Source: an optimization exercise on an open RTL-to-GDS flow (aim: small area and few clock cycles). Production flows keep margins and buffers that such runs may drop.
Function was checked by simulation only, so behaviour that the tests miss may differ from the original.
Power figures rest on the tool's default switching activity, not on a simulated workload.

--- flow/design.v ---
module fifo (i_clk, i_reset, i_wr, i_data, i_rd,  o_data );
  parameter WIDTH = 8;  
  parameter M_WIDTH  = 8;  
  input wire i_clk;
  input wire i_reset;
  input wire i_wr;
  input wire [(WIDTH-1):0] i_data;
  input wire i_rd;
  output reg [(WIDTH-1):0] o_data;
  reg o_full;
  reg o_empty;
  reg [(WIDTH-1):0] fifo_mem [0:(1<<M_WIDTH)-1];  
  wire w_wr = (i_wr && !o_full);  
  wire w_rd = i_rd &&!o_empty;    
  reg [M_WIDTH:0] wr_addr;  
  reg [M_WIDTH:0] rd_addr;
  always @ (posedge i_clk) begin
    if (i_reset) begin
        wr_addr <= 0;
        rd_addr <= 0;
    end else begin
    if (w_wr)
        wr_addr <= wr_addr + 1;
    if (w_rd)
        rd_addr <= rd_addr + 1;
    end
  end
  always @ (posedge i_clk) begin
    if (w_wr)
        fifo_mem[wr_addr[M_WIDTH-1:0]] <= i_data;
    if (w_rd)
        o_data <= fifo_mem[rd_addr[M_WIDTH-1:0]];
  end
  reg [M_WIDTH:0] o_fill;
  always @ (*)
    o_fill = wr_addr - rd_addr;
  always @ (*)
    o_empty = (o_fill == 0);
  always @ (*)
    o_full = (o_fill == {1'b1,{(M_WIDTH){1'b0}} });
endmodule  
module dive2d (i_clk, i_reset, i_datax, i_datay, i_start, o_read, o_data, o_address, o_valid, o_bussy);
  input  wire        i_clk;
  input  wire        i_reset;
  input  wire [31:0] i_datax;
  input  wire [31:0] i_datay;
  input  wire        i_start;
  output wire        o_read;
  output wire [31:0] o_data;
  output wire [11:0] o_address;
  output wire        o_valid;
  output wire        o_bussy;
  reg  [31:0] dl [0:62];    
  reg  [31:0] d63;          
  reg  [31:0] c0;           
  reg  [31:0] r_data;
  reg         r_valid;
  reg  [12:0] cnt;          
  reg         busy, rd, dv;
  wire x0   = (cnt[5:0] == 6'd63);                                   
  wire x63  = (cnt[5:0] == 6'd62);                                   
  wire fin  = busy & cnt[12] & ~cnt[6] & (cnt[5:0] == 6'd63) & ~dv;   
  wire last = busy & cnt[12] & cnt[6] & (cnt[5:0] == 6'd0);           
  wire [31:0] f;
  cia_add #(.N(32), .L1(11), .L2(22)) add_f (.a(x63 ? c0 : dl[62]), .b(i_datay), .ci(1'b0), .s(f));
  wire [31:0] a  = d63;
  wire [31:0] b  = ~i_datax;
  wire [31:0] e  = ~i_datay;
  wire [31:0] s1 = a ^ b ^ e;
  wire [31:0] c1 = (a & b) | (a & e) | (b & e);
  wire [31:0] u1 = {c1[30:0], 1'b1};
  wire [31:0] r;
  cia_add #(.N(32), .L1(11), .L2(22)) add_r (.a(s1), .b(u1), .ci(1'b1), .s(r));
  integer i;
  always @(posedge i_clk) begin
    dl[0] <= i_datax;
    for (i = 1; i < 63; i = i + 1)
      dl[i] <= dl[i-1];
    d63 <= x63 ? dl[62] : f;
    if (x0)
      c0 <= r;
    else if (x63)
      c0 <= f;
    r_data <= x0 ? c0 : r;
  end
  always @(posedge i_clk) begin
    if (i_reset) begin
      busy    <= 1'b0;
      rd      <= 1'b0;
      dv      <= 1'b0;
      r_valid <= 1'b0;
    end else begin
      dv      <= rd;
      r_valid <= (dv & (cnt[12:6] != 7'd0) & (cnt[12:6] != 7'h7f)) | fin;
      if (i_start) begin
        busy <= 1'b1;
        rd   <= 1'b1;
      end else begin
        if (last)
          busy <= 1'b0;
        if (cnt[12] & ~cnt[6] & (cnt[5:0] == 6'd61))
          rd <= 1'b0;
      end
    end
  end
  always @(posedge i_clk) begin
    if (i_start)
      cnt <= 13'h1ffe;
    else
      cnt <= cnt + 13'd1;
  end
  wire [5:0] row = cnt[11:6] - {5'd0, (cnt[5:0] == 6'd0)};
  assign o_read    = rd;
  assign o_bussy   = busy;
  assign o_valid   = r_valid;
  assign o_data    = r_data;
  assign o_address = {row, cnt[5:0]};
endmodule
module cia_add #(parameter N = 32, L1 = 16, L2 = 32) (a, b, ci, s);
  input  wire [N-1:0] a, b;
  input  wire         ci;
  output wire [N-1:0] s;
  wire [N:0]   k;      
  wire [N-1:0] s0;     
  wire [N:0]   p;      
  wire [N:0]   bc;     
  genvar g;
  generate
    for (g = 0; g < N; g = g + 1) begin : bt
      wire kin = (g == 0) ? ci : ((g == L1 || g == L2) ? 1'b0 : k[g]);
      assign s0[g]  = a[g] ^ b[g] ^ kin;
      assign k[g+1] = (a[g] & b[g]) | (a[g] & kin) | (b[g] & kin);
      if (g < L1) begin : lo
        assign s[g] = s0[g];
      end else begin : hi
        wire pin = (g == L1 || g == L2) ? 1'b1 : p[g];
        assign p[g+1] = pin & s0[g];
        wire cin = (g < L2) ? bc[L1] : bc[L2];
        assign s[g] = s0[g] ^ (cin & pin);
      end
    end
  endgenerate
  assign bc[L1] = k[L1];
  assign bc[L2] = (L2 < N) ? (k[L2] | (bc[L1] & p[L2])) : 1'b0;
endmodule
--- flow/flow/run.sh ---
#!/bin/bash
# Standard ORFS layout (the standard.sh) with two changes: CTS without
# dummy loads, clustering 11 sinks per clkbuf_4, and the ports buffered with buf_1.
set -uo pipefail
export CTS_ARGS="-sink_clustering_enable -repair_clock_nets -dont_use_dummy_load -sink_clustering_size 11 -sink_clustering_max_diameter 40 -buf_list sky130_fd_sc_hd__clkbuf_4"
export BUFFER_PORTS_ARGS="-buffer_cell sky130_fd_sc_hd__buf_1"
bash standard.sh > standard.log 2>&1
--- flow/standard.sh ---
#!/bin/bash
# synth_recipe.tcl (not shown) runs the flow's synth.tcl, then flattens the netlist and writes it again
# the make line also repeats each setting of config.mk as NAME=value (left out here)
make -C /OpenROAD-flow-scripts/flow DESIGN_CONFIG=/design/flow/config.mk WORK_HOME=/design/flow/orfs CLKGATE_MAP_FILE= SYNTH_SCRIPT=/design/flow/synth_recipe.tcl "${@:-finish}"
--- flow/config.mk ---
export PLATFORM = sky130hd
export DESIGN_NAME = dive2d
export DESIGN_NICKNAME = dive2d
export VERILOG_FILES = /design/flow/design.v
export SDC_FILE = /design/flow/constraint.sdc
export NUM_CORES = 4
export LEC_CHECK = 0
export CAP_MARGIN = 20
export CORE_MARGIN = 2
export CORE_UTILIZATION = 70
export PLACE_DENSITY = 0.8
export SLEW_MARGIN = 20
--- flow/constraint.sdc ---
create_clock -name core_clock -period 10.0 [get_ports {i_clk}]
set_input_delay 2.0000 -clock core_clock [delete_from_list [all_inputs] [get_ports {i_clk}]]
set_output_delay 2.0000 -clock core_clock [all_outputs]
set_load 0.01 [all_outputs]
==> results of run 1 <==
==> per-stage QoR <==
step	power [mW]	instances	hold WS, ns	instance area [um^2]
floorplan	10.65	2774	0.3096	47880
global route	14.96	3956	0.2572	50950
detailed placement	11.17	3731	0.3121	49290
CTS	14.38	3946	0.2841	50900
finish	14.25	3957	0.2903	50950
global placement	11.07	3731	0.3104	49290
==> cells in the final DEF (no fill, tap or decap), types with 4 or more instances in the layout <==
master                     instances
sky130_fd_sc_hd__edfxtp_1         32
sky130_fd_sc_hd__nand2_1         110
sky130_fd_sc_hd__nor3_1            4
sky130_fd_sc_hd__and3_1            4
sky130_fd_sc_hd__nand3_1          16
sky130_fd_sc_hd__mux2_2           41
sky130_fd_sc_hd__nor2_1           52
sky130_fd_sc_hd__nor4_1            4
sky130_fd_sc_hd__nand4_1           5
sky130_fd_sc_hd__clkbuf_4        215
sky130_fd_sc_hd__a21oi_1          46
sky130_fd_sc_hd__xor2_1           23
sky130_fd_sc_hd__mux2i_1          12
sky130_fd_sc_hd__ha_1             16
sky130_fd_sc_hd__inv_1           111
sky130_fd_sc_hd__fa_1             86
sky130_fd_sc_hd__o21ai_0          10
sky130_fd_sc_hd__buf_4             4
sky130_fd_sc_hd__dfxtp_1        2097
sky130_fd_sc_hd__xnor2_1          31
sky130_fd_sc_hd__buf_1           113
sky130_fd_sc_hd__nand2b_1          8
sky130_fd_sc_hd__diode_2          10
==> power by group through the flow <==
stage          registers (mW)  logic (mW)  clock network [mW]
6_report                 9.33        1.66                3.25
5_1_grt                  9.40        1.86                3.71
4_1_cts                  9.35        1.66                3.38
3_5_place_dp             9.53        1.64                   0
3_3_place_gp             9.50        1.56                   0
2_1_floorplan            9.44        1.21                   0
==> metal layers <==
layer	share of wire (%)	global-route usage, %
met5	0.093	0
met4	2.7	8.627
met3	5.9	5.064
met2	44	27.06
met1	47	25.39
==> final cells by class <==
class | instances | area [um^2]
well taps | 873 | 1092
diodes | 10 | 25.02
inverters | 111 | 416.7
repair buffers | 118 | 474.2
flip-flops and latches | 2129 | 42940
multi-input cells | 501 | 4384
fillers | 3857 | 16450
clock buffers | 215 | 1614
==> worst paths after layout <==
path / slack (ns) / from / to
setup / recovery: 1.14 / i_datax[11] / c0[27]
hold / removal: 0.29 / dl[43][18] / dl[44][18]
setup reg to reg: 2.02 / d63[10] / c0[27]
hold reg to reg: 0.29 / dl[43][18] / dl[44][18]
==> flip-flops by register name, summed over array words and instances (netlist names) <==
register and count:
busy 1, r_valid 1, c0 32, dl 2016, dv 1, rd 1
cnt 13, r_data 32, d63 32
==> logic make-up after synthesis <==
group / share of synthesized area, %
flip-flops: 89.69
AND/OR/NAND/NOR: 2.119
buffers and inverters: 1.194
adder cells (fa/ha/maj): 4.014
AO/OA/AOI/OAI: 0.7814
XOR/XNOR: 0.9878
multiplexers: 1.215
==> worst max-delay path: cells and delay by family <==
| family | cells | cell delay (ns) |
|---|---|---|
| buffers and inverters | 3 | 0.44 |
| adder cells (fa/ha/maj) | 12 | 5.41 |
| AND/OR/NAND/NOR | 3 | 0.80 |
| AO/OA/AOI/OAI | 2 | 0.71 |
| XOR/XNOR | 1 | 0.17 |
==> impl_metrics.tcl, run 1 <==
set metrics [dict create \
    run_status "complete, no violations" \
    cellInternalPower_mw 10.80 \
    synth_enable_flop_cells 32 \
    startpoint_type_of_the_worst_setup_path "input port" \
    min-delay-path-class "reg2reg" \
    clkLatencyLatePin_ns 1.04 \
    pre_cts_slack_ns 0.1720 \
    synth-warning-count 2 \
    clock_path_buffers 3 \
    total_leakage_power_nw 21.48 \
    switching_share_pct 24.22 \
    hold_viol 0 \
    dominantRegCellSynth "sky130_fd_sc_hd__dfxtp_1" \
    wl_per_cell_um 15.54 \
    initial_core_util_pct 71.04 \
    cts.root.buffer_cell "sky130_fd_sc_hd__clkbuf_4" \
    drt.antenna.violating_nets 0 \
    largest_net_degree_at_the_start_of_global_routing 77 \
    crit_path_cell_trace "buf_1, fa_1, inv_1, ha_1, inv_1, fa_1, fa_1, fa_1, fa_1, fa_1, fa_1, fa_1, fa_1, fa_1, fa_1, nor4bb_1, nand4_1, a2111oi_0, xnor2_1, nor2_1, a21oi_1" \
    final_worst_path_period_need_ns 8.858 \
    rsz0062_at_grt "false" \
    finalCritPeriodShare_pct 88.58 \
    number_of_storage_elements_in_the_synthesis_netlist 2129 \
    post-synth-top-area-cell "sky130_fd_sc_hd__dfxtp_1" \
    combPwrFrac_pct 11.7 \
    slew_headroom_pct 39.38 \
    synth_area_leaders "sky130_fd_sc_hd__dfxtp_1 88%, sky130_fd_sc_hd__fa_1 3.6%, sky130_fd_sc_hd__edfxtp_1 2.0%" \
    synth_most_common_cell "sky130_fd_sc_hd__dfxtp_1" \
    critPathMaxFanout 7 \
    cts.htree.levels 4 \
    groute.usage.overall_pct 18.29 \
    drt_first_iter_violations 775 \
    gp_congestion 0.7863 \
    ys_seq_area_share_pct 89.69 \
    critical-path-slowest-cell "sky130_fd_sc_hd__a2111oi_0" \
    syn_inst 2774 \
    vias_in_the_first_global_route 19564 \
    irDropWorstVdd_mv 0.1601 \
    core.rowCount 95 \
    max_clock_freq_ghz 0.1129 \
    wl_um 61500 \
    path_clk_slew_ns 0.10 \
    synthesis.nets 2943 \
    synthesis.area_per_instance_um2 17.26 \
    worst_skew_ns 0.09353 \
    critical_path_arrival_ns 9.53 \
    synth.distinct_cells 46 \
    remaining_drc_errors 0 \
    drt-vias-per-instance 4.627 \
    postLayoutCoreUtil_pct 75.59 \
    hold_buffers 0 \
    grt_overflow 0 \
    nNetsFinal 3245 \
    pwr-share-seq_pct 65.5 \
    clock_power_share_pct 22.8 \
    first_pass_grt_wire_length_um 100000 \
    worst-endpoint-required_ns 10.68 \
    fp.dieW_um 265.5 \
    grt_antenna_before_repair 8 \
    tritoncts_clock_tree "done" \
    worst_setup_path_end_kind "register" \
    total_switching_power_mw 3.450 \
    cap_viol_max_count 0 \
    setup_viol 0 \
    transition_time_of_the_tightest_slew_check_pin_ns 0.9093 \
    reg2regPathDepth 21 \
    num_vias 18311 \
    final_setup_slack_of_the_worst_path_ns 1.142 \
    slew_violations 0 \
    synth_commonest_cells "2097 x sky130_fd_sc_hd__dfxtp_1, 113 x sky130_fd_sc_hd__nand2_1, 111 x sky130_fd_sc_hd__inv_1, 86 x sky130_fd_sc_hd__fa_1, 52 x sky130_fd_sc_hd__nor2_1" \
    design.core.area_um2 67400 \
    layout-drive-gt1-share_pct 8.881 \
    clock-sinks 2129 \
    path_common_cell "sky130_fd_sc_hd__fa_1" \
    cts_setup_buffers 0 \
    crit_type "in2reg" \
    crit_path_max_incr_delay_ns 0.65 \
    final.setup.tns_ns 0 \
    netlist.area_leader.share_pct 87.68 \
    async_reset_ff_share_pct 0 \
    whs_path_depth 0 \
    area_growth_pct 6.410 \
    chipHeight_um 265.5 \
    number_of_buffers_inserted_during_clock_tree_synthesis 215 \
    dp_hpwl_um 37490 \
    power_density_nw_per_um2 279.6 \
    fp.dieArea_um2 70510 \
    synth_area_um2 47880 \
    io_buffers 113 \
    ioPinCount 114 \
    postCtsResizedCells 0 \
    drt_first_pass_iters 5 \
]
Testbench counts, summed over its fixed seeds: cycles 99,912.
==> run 2: changes to the inputs <==
--- a/flow/design.v
+++ b/flow/design.v
@@ -77,10 +77,7 @@
     for (i = 1; i < 63; i = i + 1)
       dl[i] <= dl[i-1];
     d63 <= x63 ? dl[62] : f;
-    if (x0)
-      c0 <= r;
-    else if (x63)
-      c0 <= f;
+    c0 <= ({32{x0}} & r) | ({32{x63}} & f) | ({32{~x0 & ~x63}} & c0);
     r_data <= x0 ? c0 : r;
   end
   always @(posedge i_clk) begin
--- a/flow/config.mk
+++ b/flow/config.mk
@@ -7,6 +7,6 @@
 export LEC_CHECK = 0
 export CAP_MARGIN = 20
 export CORE_MARGIN = 2
-export CORE_UTILIZATION = 70
-export PLACE_DENSITY = 0.8
+export CORE_UTILIZATION = 75
+export PLACE_DENSITY = 0.85
 export SLEW_MARGIN = 20
==> run 2 against run 1 <==
Still clean. First-iteration DRC count rose by 38%. Clock skew fell by 0.013 ns. Flip-flop and latch count did not move. Sequential share of layout area fell by 0.27 points. Utilization rose by 4.8 points. Fmax rose by 2.1%. Wire length rose by 14%. Critical path depth fell by 2. Sequential power barely moved. Combinational power rose by 5%. Final area fell by 0.42%. Critical endpoint is now c0[30]. Largest cell class unchanged. Largest power group unchanged. Highest routed layer unchanged.
==> impl_metrics.tcl, run 2 <==
set metrics [dict create \
    run_status "complete, no violations" \
    yosys-mux-area-fraction_pct 0.04190 \
    slew_headroom_pct 23.12 \
    path_common_cell "sky130_fd_sc_hd__fa_1" \
    post-synth-top-area-cell "sky130_fd_sc_hd__dfxtp_1" \
    drt_first_iter_violations 1070 \
    number_of_storage_elements_in_the_synthesis_netlist 2129 \
    startpoint_type_of_the_worst_setup_path "input port" \
    gp_congestion 0.8096 \
    path_clk_slew_ns 0.11 \
    critPathBufInv 3 \
    postCtsResizedCells 0 \
    worst_setup_path_end_kind "register" \
    slew_violations 0 \
    chipHeight_um 256.4 \
    cts_setup_buffers 0 \
    setup_viol 0 \
    synthesis.area_per_instance_um2 16.58 \
    reg2regPathDepth 23 \
    cts.root.buffer_cell "sky130_fd_sc_hd__clkbuf_4" \
    remaining_drc_errors 0 \
    grt_antenna_before_repair 14 \
    clkLatencyLatePin_ns 1.03 \
    layout.cells.most_common_list "2129 x sky130_fd_sc_hd__dfxtp_1, 213 x sky130_fd_sc_hd__clkbuf_4, 194 x sky130_fd_sc_hd__nand2_1" \
    layout.cells.most_common "sky130_fd_sc_hd__dfxtp_1" \
    synth_top_family_by_area "adder cells" \
    fp.dieW_um 256.4 \
    async_reset_ff_share_pct 0 \
    cap_viol_max_count 0 \
    critPathMaxFanout 12 \
    groute.usage.overall_pct 22.32 \
    worst_hold_startpoint "dl[17][15]" \
    synth_area_um2 47780 \
    largest_register_ffs 2016 \
    core.rowCount 92 \
    crit_type "in2reg" \
    critical-path-slowest-cell "sky130_fd_sc_hd__or4b_1" \
    vias_in_the_first_global_route 20955 \
    total_leakage_power_nw 21.51 \
    area_growth_pct 6.177 \
    fp.dieArea_um2 65740 \
    worst_r2r_endpoint "c0[31]" \
    synth_commonest_cells "2129 x sky130_fd_sc_hd__dfxtp_1, 196 x sky130_fd_sc_hd__nand2_1, 127 x sky130_fd_sc_hd__inv_1, 86 x sky130_fd_sc_hd__fa_1, 51 x sky130_fd_sc_hd__nor2_1" \
    max_clock_freq_ghz 0.1153 \
    dominantRegCellSynth "sky130_fd_sc_hd__dfxtp_1" \
    synth_xor_area_share_pct 0.8432 \
    final.setup.tns_ns 0 \
    wl_um 70040 \
    first_pass_grt_wire_length_um 111700 \
    worst-endpoint-required_ns 10.86 \
    clock-sinks 2129 \
    synth_area_leaders "sky130_fd_sc_hd__dfxtp_1 89%, sky130_fd_sc_hd__fa_1 3.6%, sky130_fd_sc_hd__nand2_1 1.5%" \
    clock_path_buffers 3 \
    crit_path_max_incr_delay_ns 0.72 \
    design.core.area_um2 63080 \
    final_worst_path_period_need_ns 8.672 \
    whs_endpoint "dl[18][15]" \
    netlist.area_leader.share_pct 89.20 \
    critical_path_arrival_ns 9.53 \
    synthesis.nets 3051 \
    hold_buffers 0 \
    worst_skew_ns 0.08020 \
    final_setup_slack_of_the_worst_path_ns 1.328 \
    syn_inst 2882 \
    power_density_nw_per_um2 282.1 \
    min-delay-path-class "reg2reg" \
    largest_register "dl" \
    io_buffers 113 \
    nNetsFinal 3340 \
    r2r_slack_ns 2.06 \
    synth_area_in_simple_gates_pct 2.977 \
    synth_compound_gate_area_share_pct 1.514 \
    path_delay_family "adder cells" \
    drt-vias-per-instance 4.786 \
    hold_viol 0 \
    ioPinCount 114 \
    drt.antenna.violating_nets 0 \
    synth.distinct_cells 52 \
    pre_cts_slack_ns 0.2962 \
    synth_most_common_cell "sky130_fd_sc_hd__dfxtp_1" \
    crit_path_cell_trace "buf_1, inv_1, fa_1, inv_1, ha_1, fa_1, fa_1, fa_1, fa_1, fa_1, fa_1, fa_1, fa_1, fa_1, or4b_1, or4_4, a2111oi_4, xor2_1, o221ai_1" \
    number_of_buffers_inserted_during_clock_tree_synthesis 213 \
    cell_area_reported_after_detailed_placement_um2 49120 \
    dp_hpwl_um 45070 \
    layout-drive-gt1-share_pct 7.226 \
    grt_overflow 0 \
    critical_path.startpoint "i_datay[1]" \
    synthAdderAreaFrac_pct 4.022 \
    layout.cell_area.non_filler_um2 50730 \
    ys_seq_area_share_pct 89.20 \
    rsz0062_at_grt "false" \
    transition_time_of_the_tightest_slew_check_pin_ns 1.151 \
    r2r-start "cnt[0]" \
    num_vias 19238 \
    initial_core_util_pct 75.75 \
    cts.htree.levels 4 \
    largest_net_degree_at_the_start_of_global_routing 62 \
    whs_path_depth 0 \
    wl_per_cell_um 17.42 \
    synth_enable_flop_cells 0 \
    finalCritPeriodShare_pct 86.72 \
    synth-warning-count 2 \
    irDropWorstVdd_mv 0.1796 \
    drt_first_pass_iters 17 \
    tritoncts_clock_tree "done" \
]
[run 2: cells by family (layout without fill, tap and decap cells)]
| family | after synthesis | count (layout) |
|---|---|---|
| AOI/OAI and AO/OA | 108 | 108 |
| xor gates and xnor gates | 46 | 46 |
| adders and majority gates | 102 | 102 |
| buffers and inverters | 170 | 457 |
| DFF | 2129 | 2129 |
| muxes | 2 | 2 |
| other | 0 | 5 |
| and+or+nand+nor | 325 | 325 |
[run 2: metal layers]
metal	vias up	GRT usage, %	wire (um)
li1	9455	-	-
met1	9102	28.75	30070
met2	513	35.86	33500
met3	156	6.257	4388
met4	12	9.674	2000
met5	-	0	80
[run 2: cell type report]
| cell class | instances | area, um^2 |
|---|---|---|
| sequential | 2129 | 42620 |
| fill | 3250 | 12350 |
| multi-input combinational | 583 | 4511 |
| clock buffer | 213 | 1599 |
| tap | 846 | 1059 |
| inverter | 127 | 476.7 |
| timing repair buffer | 117 | 454.2 |
| antenna | 5 | 12.51 |
[run 2: power by group]
part           total (mW)  internal [mW]  switching, mW
Sequential           9.32           9.05          0.273
Combinational        1.74          0.682           1.06
Clock                3.25          0.980           2.27
Total                14.3           10.7           3.60
[run 2: worst max-delay path by stage]
stage                        end  slack (ns)  depth (start not counted)
after floorplan           c0[30]        1.02                         20
after global placement    c0[30]        0.49                         19
after detailed placement  c0[30]        0.30                         19
after CTS                 c0[30]        1.45                         19
after global routing      c0[27]        1.11                         19
final                     c0[30]        1.33                         19
[run 2: per-stage QoR]
step	cells	hold slack, ns	total power [mW]	utilization (%)
finish	4020	0.2758	14.31	80.42
global route	4017	0.2505	14.97	80.41
CTS	4015	0.2744	14.41	80.41
detailed placement	3802	0.3121	11.23	77.87
global placement	3802	0.3098	11.07	77.87
floorplan	2882	0.3096	10.58	-
Testbench counts of run 2, summed over its fixed seeds: cycles 99,912.

re-timing with driven ports:
Ports are ideal in the flow. The routed layouts listed here were re-timed in OpenROAD.
Step 1 assumes that a clkbuf_16 drives the clock port and a buf_2 every other input.
Step 2 adds t to the input delays and takes it off the output delays; t is the mean of the earliest and latest rising clock arrival at the registers after step 1. Input paths then give back, and output paths get back, about the clock's delay inside the block.
Slacks: ideal ports / drivers / drivers and shift; pairs: ideal ports / drivers.
| run | t, ns | setup WS [ns] | clock arrival spread, ns | pins driven straight from the clock port |
|---|---|---|---|---|
| run 1 | 1.055 | 1.142 / 1.174 / 0.118 | 0.094 / 0.093 | 1 |
| run 2 | 1.056 | 1.328 / 1.372 / 0.315 | 0.091 / 0.091 | 1 |
After both steps every run listed still meets setup and hold. For run 1, which loses most, drivers alone change the setup slack by +0.032 ns; drivers and shift together by -1.024 ns.
